Source: an optimization exercise on an open RTL-to-GDS flow (aim: small area). Production flows keep margins and buffers that such runs may drop. Function was checked by simulation only, so behaviour that the tests miss may differ from the original. Power is estimated from default activity; no workload was simulated.

==> flow/design.v <==
module SYS_TOP
(
	input   wire   RX_IN    ,
	input   wire   CLK      ,
	input   wire   RST      ,
	output  reg    TX_OUT   ,
	output  reg    PAR_ERR  ,
	output  reg    STP_ERR
);
localparam IDLE = 3'd0, WA = 3'd1, WD = 3'd2, RA = 3'd3, CA = 3'd4, CB = 3'd5, CF = 3'd6, INIT = 3'd7;
reg  [2:0]  ph;               
reg  [2:0]  cs;               
reg         pend, go;         
reg         rsp;              
reg         fr;               
reg         rxa;              
reg  [3:0]  lo, hi;
reg         u;                
reg         rp;               
reg  [11:0] Z;
wire [7:0]  sr = Z[7:0];
wire [7:0]  S  = Z[11:4];
reg  [7:0]  r0, r1, r3;
reg         r2p, r2t, r2h;    
reg  [95:0] ring;             
wire [2:0] e = lo[2:0];
wire [3:0] b = hi;
wire [3:0] tm = lo;
wire [3:0] sc = hi;
wire eq = u;
wire tx = rsp & ~pend & ~go;          
wire init = (cs == INIT);
wire rxst = ~rxa & ~RX_IN;           
wire dbit   = (b != 4'd0) & ~(b[3] & (b[2:0] != 3'd0));    
wire pbit   = (b == 4'd9) & r2p;
wire sbit   = dbit | pbit;
wire stopb  = r2p ? (b == 4'd10) : (b == 4'd9);
wire rxend  = rxa & stopb & (e == 3'd1);
wire par_ok = ~r2p | ~(rp ^ r2t);
wire vld    = rxend & par_ok & RX_IN;
always @(posedge CLK or negedge RST) begin
	if (!RST)
		rxa <= 1'b0;
	else if (!rxa)
		rxa <= rxst;
	else if (stopb && ((e == 3'd1 && RX_IN) || e == 3'd7))
		rxa <= 1'b0;                  
end
always @(posedge CLK) begin
	if (rxa && sbit && e == 3'd2)
		u <= RX_IN;
	else if (rxa && sbit && e == 3'd3)
		u <= u ^ RX_IN;
	else if (vld)
		u <= 1'b1;                    
	else if (pre_cmp && (a0 != b0))
		u <= 1'b0;
end
always @(posedge CLK or negedge RST) begin
	if (!RST) begin
		PAR_ERR <= 1'b0;
		STP_ERR <= 1'b0;
	end
	else if (rxend) begin
		if (r2p)
			PAR_ERR <= ~par_ok;
		if (par_ok)
			STP_ERR <= ~RX_IN;
	end
end
wire wwin = go & ~rsp;                 
wire pre  = go &  rsp;                 
wire isrd = (cs == RA);
wire isal = (cs == CF);
wire [3:0] F = sr[3:0];
wire f_add = (F == 4'd0);
wire f_sub = (F == 4'd1);
wire f_mul = (F == 4'd2);
wire f_div = (F == 4'd3);
wire f_shr = (F == 4'd13);
wire f_shl = (F == 4'd14);
wire f_cmp = (F == 4'd10) | (F == 4'd11) | (F == 4'd12);
wire pre_rd  = pre & isrd;
wire pre_div = pre & isal & f_div;
wire pre_cmp = pre & isal & f_cmp;
wire [3:0] N    = r3[3:0];
wire [3:0] lo1  = lo + 4'd1;
wire       bnd  = (N[3:1] == 3'd0) | (lo1 == N);
wire       txs  = tx & bnd & ~sc[3];           
wire       g    = ~fr;
wire [3:0] last = r2p ? 4'd10 : 4'd9;
wire a0 = r0[0];
wire b0 = r1[0];
wire ar = isal & (f_add | f_sub | f_shl | f_cmp);
wire x0 = g ? ((f_shl ? a0 : b0) ^ (f_sub | f_cmp)) : f_sub;
wire dsub = (ph == 3'd0) | a0;
wire [7:0] X = pre_div ? {dsub, r1[7:1] ^ {7{dsub}}} :
               (isal & (f_mul | f_div)) ? (r1 & {8{g & (a0 | (f_div & (sc == 4'd0)))}}) :
               {7'b0, ar & x0};
wire cin = pre_div ? (dsub ? (r0[7] | ~b0) : (r0[7] & b0)) : (ar & g & a0);
wire [8:0] sum = S + X + cin;
wire bnz = |r1;
wire q   = sum[8] & bnz;
reg rbit;
wire rd2 = ((ph == 3'd0) & r2p) | ((ph == 3'd1) & r2t) | (ph == 3'd5) | ((ph == 3'd7) & r2h);
integer k;
always @(*) begin
	case (F)
		4'd0: rbit = r0[0];
		4'd1: rbit = r1[0];
		4'd2: rbit = rd2;
		4'd3: rbit = r3[0];
		default: rbit = ring[8*(F-4)];
	endcase
end
reg ob;
always @(*) begin
	if (isrd)
		ob = sum[0];
	else if (g) begin
		case (F)
			4'd3:  ob = a0;
			4'd4:  ob = a0 & b0;
			4'd5:  ob = a0 | b0;
			4'd6:  ob = ~(a0 & b0);
			4'd7:  ob = ~(a0 | b0);
			4'd8:  ob = a0 ^ b0;
			4'd9:  ob = ~(a0 ^ b0);
			4'd10: ob = (sc == 4'd0) & eq;
			4'd11: ob = (sc == 4'd1) & S[0] & ~eq;
			4'd12: ob = (sc[3:1] == 3'd0) & ~S[0];
			4'd13: ob = (sc != 4'd7) & r0[1];
			4'd15: ob = 1'b0;
			default: ob = sum[0];
		endcase
	end
	else begin
		case (F)
			4'd0, 4'd1, 4'd2, 4'd14: ob = sum[0];
			4'd6, 4'd7, 4'd9: ob = 1'b1;
			default: ob = 1'b0;
		endcase
	end
end
always @(posedge CLK or negedge RST) begin
	if (!RST) begin
		ph   <= 3'd0;
		cs   <= INIT;
		pend <= 1'b0;
		go   <= 1'b0;
		rsp  <= 1'b0;
	end
	else begin
		ph <= ph + 3'd1;
		if (init && ph == 3'd7)
			cs <= IDLE;
		if (vld) begin
			case (cs)
				IDLE: begin
					if (sr == 8'hAA)      cs <= WA;
					else if (sr == 8'hBB) cs <= RA;
					else if (sr == 8'hCC) cs <= CA;
					else if (sr == 8'hDD) cs <= CF;
				end
				WA: cs <= WD;
				WD: begin cs <= IDLE; pend <= 1'b1; end
				CA: begin cs <= CB;   pend <= 1'b1; end
				CB: begin cs <= CF;   pend <= 1'b1; end
				default: begin pend <= 1'b1; rsp <= 1'b1; end    
			endcase
		end
		if (pend && ph == 3'd7) begin
			pend <= 1'b0;
			go   <= 1'b1;
		end
		if (go && ph == 3'd7)
			go <= 1'b0;
		if (tx && bnd && sc == last && !(isal && g)) begin
			rsp <= 1'b0;
			cs  <= IDLE;
		end
	end
end
wire txstart = pre & (ph == 3'd7);
always @(posedge CLK) begin
	if (vld)
		fr <= 1'b0;
	if (rxst) begin
		lo <= 4'd1;
		hi <= 4'd0;
		rp <= 1'b0;
	end
	else if (rxa) begin
		lo[2:0] <= lo[2:0] + 3'd1;
		if (lo[2:0] == 3'd7)
			hi <= hi + 4'd1;
		if (sbit && RX_IN && u && (e == 3'd3 || e == 3'd4))
			rp <= ~rp;
	end
	if (txstart) begin
		TX_OUT <= 1'b0;
		hi <= 4'd0;
		lo <= 4'd0;
		rp <= 1'b0;
	end
	else if (tx) begin
		if (!bnd)
			lo <= lo1;
		else begin
			lo <= 4'd0;
			if (!sc[3]) begin
				TX_OUT <= ob;
				rp <= rp ^ ob;
				hi <= hi + 4'd1;
			end
			else if (sc == 4'd8 && r2p) begin
				TX_OUT <= rp ^ r2t;
				hi <= 4'd9;
			end
			else if (sc != last) begin
				TX_OUT <= 1'b1;
				hi <= hi + 4'd1;
			end
			else if (isal && g) begin
				TX_OUT <= 1'b0;
				hi <= 4'd0;
				fr <= 1'b1;
				rp <= 1'b0;
			end
			else
				TX_OUT <= 1'b1;
		end
	end
	else
		TX_OUT <= 1'b1;
end
always @(posedge CLK) begin
	if (vld && (cs == WA || cs == CA || cs == CB))
		Z[11:8] <= (cs == WA) ? sr[3:0] : {3'b0, cs == CB};      
	else if (vld && (cs == RA || cs == CF))
		Z[11:4] <= {7'b0, (cs == CF) & (f_sub | f_cmp)};
	else if (pre_div)
		Z[11:4] <= {sum[6:0], r0[7] ^ b0};
	else if (pre_rd | pre_cmp | (txs & ~(isal & f_cmp)))
		Z[11:4] <= {sum[8] | (pre_rd & rbit), sum[7:1]};
	else if (rxa && dbit && e == 3'd2)
		Z[7:0] <= {RX_IN, sr[7:1]};
	else if (rxa && dbit && e == 3'd4 && u)
		Z[7] <= RX_IN;
	else if (wwin)
		Z[7:0] <= {sr[0], sr[7:1]};
end
wire [3:0] wa   = Z[11:8];
wire       wbit = ~init & sr[0];
always @(posedge CLK) begin
	if (init || (wwin && wa == 4'd0))
		r0 <= {wbit, r0[7:1]};
	else if (pre_div)
		r0 <= {r0[6:0], q};
	else if (pre_rd || pre_cmp || (txs && g && isal))
		r0 <= {(isal & f_div) ? sum[0] : r0[0], r0[7:1]};
	if (init || (wwin && wa == 4'd1))
		r1 <= {wbit, r1[7:1]};
	else if (pre_rd || pre_cmp || (txs && g && isal && !(f_mul || f_div)))
		r1 <= {r1[0], r1[7:1]};
	if (init || (wwin && wa == 4'd3))
		r3 <= {init ? (ph == 3'd3) : sr[0], r3[7:1]};
	else if (pre_rd)
		r3 <= {r3[0], r3[7:1]};
	if (init)
		{r2h, r2t, r2p} <= 3'b0;
	else if (wwin && wa == 4'd2 && ph == 3'd0)
		{r2h, r2t, r2p} <= {sr[7], sr[1], sr[0]};
	for (k = 0; k < 12; k = k + 1)
		ring[8*k +: 8] <= {(init || (wwin && wa == k + 4)) ? wbit : ring[8*k], ring[8*k+1 +: 7]};
end
endmodule
clock: 36.0 ns
lec_check: 0
cap_margin: 20
core_margin: 2
core_utilization: 40
place_density: 0.6
slew_margin: 20
standard.sh (not shown) runs the stock make flow with config.mk's settings and CLKGATE_MAP_FILE= SYNTH_SCRIPT=/design/flow/synth_recipe.tcl, a recipe that flattens the netlist after the stock synthesis.
==> flow/flow/run.sh <==
#!/bin/bash
# Own layout flow: the standard flow (standard.sh) with two changes:
#  * synthesis maps the combinational logic with an area-oriented ABC script
#    (flow/area.abc) and without the full/half-adder extraction; registers
#    are mapped exactly as in the standard synthesis (dfflibmap runs before abc);
#  * CTS builds the clock tree from clkbuf_8 cells without dummy loads.
# make's output goes to standard.log; ORFS keeps each step's log under orfs/logs.
set -euo pipefail
W=$PWD
sed "s#__ABC__#$W/flow/area.abc#" flow/abc_override.tcl > my_synth.tcl
cat synth_recipe.tcl >> my_synth.tcl
bash standard.sh SYNTH_SCRIPT=$W/my_synth.tcl ADDER_MAP_FILE= \
  "CTS_ARGS=-sink_clustering_enable -repair_clock_nets -dont_use_dummy_load -buf_list sky130_fd_sc_hd__clkbuf_8 -sink_clustering_size 30 -sink_clustering_max_diameter 300" \
  finish > standard.log 2>&1
==> flow/flow/abc_override.tcl <==
# Prepended to synth_recipe.tcl by run.sh: ORFS's synthesis calls abc once for
# the combinational logic; this runs it with the area script flow/area.abc.
proc abc {args} {
  set i [lsearch -exact $args -script]
  if {$i >= 0} { lset args [expr {$i + 1}] __ABC__ }
  puts "area abc: $args"
  yosys abc {*}$args
}
==> flow/flow/area.abc <==
strash
dch
map -a
strash
dch
map -a
strash
dch
map -a
strash
dch
map -a
topo
The first run produced a clean layout.
Next try:
--- a/flow/design.v
+++ b/flow/design.v
@@ -16,11 +16,10 @@
 reg         rxa;              
 reg  [3:0]  lo, hi;
 reg         u;                
 reg         rp;               
-reg  [11:0] Z;
-wire [7:0]  sr = Z[7:0];
-wire [7:0]  S  = Z[11:4];
+reg  [7:0]  sr;               
+reg  [7:0]  S;                
 reg  [7:0]  r0, r1, r3;
 reg         r2p, r2t, r2h;    
 reg  [95:0] ring;             
 wire [2:0] e = lo[2:0];
@@ -92,13 +91,12 @@
 wire a0 = r0[0];
 wire b0 = r1[0];
 wire ar = isal & (f_add | f_sub | f_shl | f_cmp);
 wire x0 = g ? ((f_shl ? a0 : b0) ^ (f_sub | f_cmp)) : f_sub;
-wire dsub = (ph == 3'd0) | a0;
-wire [7:0] X = pre_div ? {dsub, r1[7:1] ^ {7{dsub}}} :
-               (isal & (f_mul | f_div)) ? (r1 & {8{g & (a0 | (f_div & (sc == 4'd0)))}}) :
+wire [7:0] X = pre_div ? {1'b1, ~r1[7:1]} :
+               (isal & (f_mul | f_div)) ? (r1 & {8{g & a0}}) :
                {7'b0, ar & x0};
-wire cin = pre_div ? (dsub ? (r0[7] | ~b0) : (r0[7] & b0)) : (ar & g & a0);
+wire cin = pre_div ? (r0[7] | ~b0) : (ar & g & a0);
 wire [8:0] sum = S + X + cin;
 wire bnz = |r1;
 wire q   = sum[8] & bnz;
 reg rbit;
@@ -135,9 +133,9 @@
 		endcase
 	end
 	else begin
 		case (F)
-			4'd0, 4'd1, 4'd2, 4'd14: ob = sum[0];
+			4'd0, 4'd1, 4'd2, 4'd3, 4'd14: ob = sum[0];
 			4'd6, 4'd7, 4'd9: ob = 1'b1;
 			default: ob = 1'b0;
 		endcase
 	end
@@ -234,24 +232,23 @@
 	else
 		TX_OUT <= 1'b1;
 end
 always @(posedge CLK) begin
-	if (vld && (cs == WA || cs == CA || cs == CB))
-		Z[11:8] <= (cs == WA) ? sr[3:0] : {3'b0, cs == CB};      
-	else if (vld && (cs == RA || cs == CF))
-		Z[11:4] <= {7'b0, (cs == CF) & (f_sub | f_cmp)};
+	if (vld && cs != WD)
+		S <= {4'b0, (cs == WA) ? sr[3:1] : 3'b0,
+		      (cs == WA) ? sr[0] : ((cs == CB) | ((cs == CF) & (f_sub | f_cmp)))};
 	else if (pre_div)
-		Z[11:4] <= {sum[6:0], r0[7] ^ b0};
+		S <= q ? {sum[6:0], r0[7] ^ b0} : {S[6:0], r0[7]};
 	else if (pre_rd | pre_cmp | (txs & ~(isal & f_cmp)))
-		Z[11:4] <= {sum[8] | (pre_rd & rbit), sum[7:1]};
-	else if (rxa && dbit && e == 3'd2)
-		Z[7:0] <= {RX_IN, sr[7:1]};
+		S <= {sum[8] | (pre_rd & rbit), sum[7:1]};
+	if (rxa && dbit && e == 3'd2)
+		sr <= {RX_IN, sr[7:1]};
 	else if (rxa && dbit && e == 3'd4 && u)
-		Z[7] <= RX_IN;
+		sr[7] <= RX_IN;
 	else if (wwin)
-		Z[7:0] <= {sr[0], sr[7:1]};
-end
-wire [3:0] wa   = Z[11:8];
+		sr <= {sr[0], sr[7:1]};
+end
+wire [3:0] wa   = S[3:0];
 wire       wbit = ~init & sr[0];
 always @(posedge CLK) begin
 	if (init || (wwin && wa == 4'd0))
 		r0 <= {wbit, r0[7:1]};
What happened:
- cell area goes up by 0.70%
- sequential share of layout area goes up by 0.82 points
- total power goes down by 4.3%
- via count is lower by 2.6%
- sequential power came out lower by about 3%
- core utilization came out higher by 0.14 points
- die area came out higher by 0.98%
- final cell count rose by 0.67%
- global-route usage fell by 0.79 points
- synthesized area grows by 1.0%
- synthesized cell count climbs by 1.2%
- worst setup slack is worse by 0.15 ns

-- separate check: timing with driven ports --
In the flow no input, the clock included, has a driving cell. The finished layouts below were timed again as built, in two steps. Step 1: set_driving_cell puts a clkbuf_16 on CLK and a buf_2 on each other input, an assumption about the parent block. Step 2, shift: input delay + t, output delay - t, t = (earliest + latest rising clock arrival at the registers) / 2. This alone moves slack from input paths to output paths. a / b / c = ideal ports / drivers / drivers and shift; a / b = the first two.
| run | t, ns | setup WS [ns] | worst setup path at the end | worst slew at a driven data input, ns | pins driven straight from the clock port |
|---|---|---|---|---|---|
| the first run | 0.469 | 26.616 / 26.625 / 26.156 | input to register | 0.03 | 1 |
| the second run | 0.461 | 26.470 / 26.484 / 26.023 | input to register | 0.03 | 1 |
After both steps setup and hold are still met in every run listed. For the first run, which loses most, drivers alone change the setup slack by +0.009 ns; drivers and shift together by -0.460 ns.
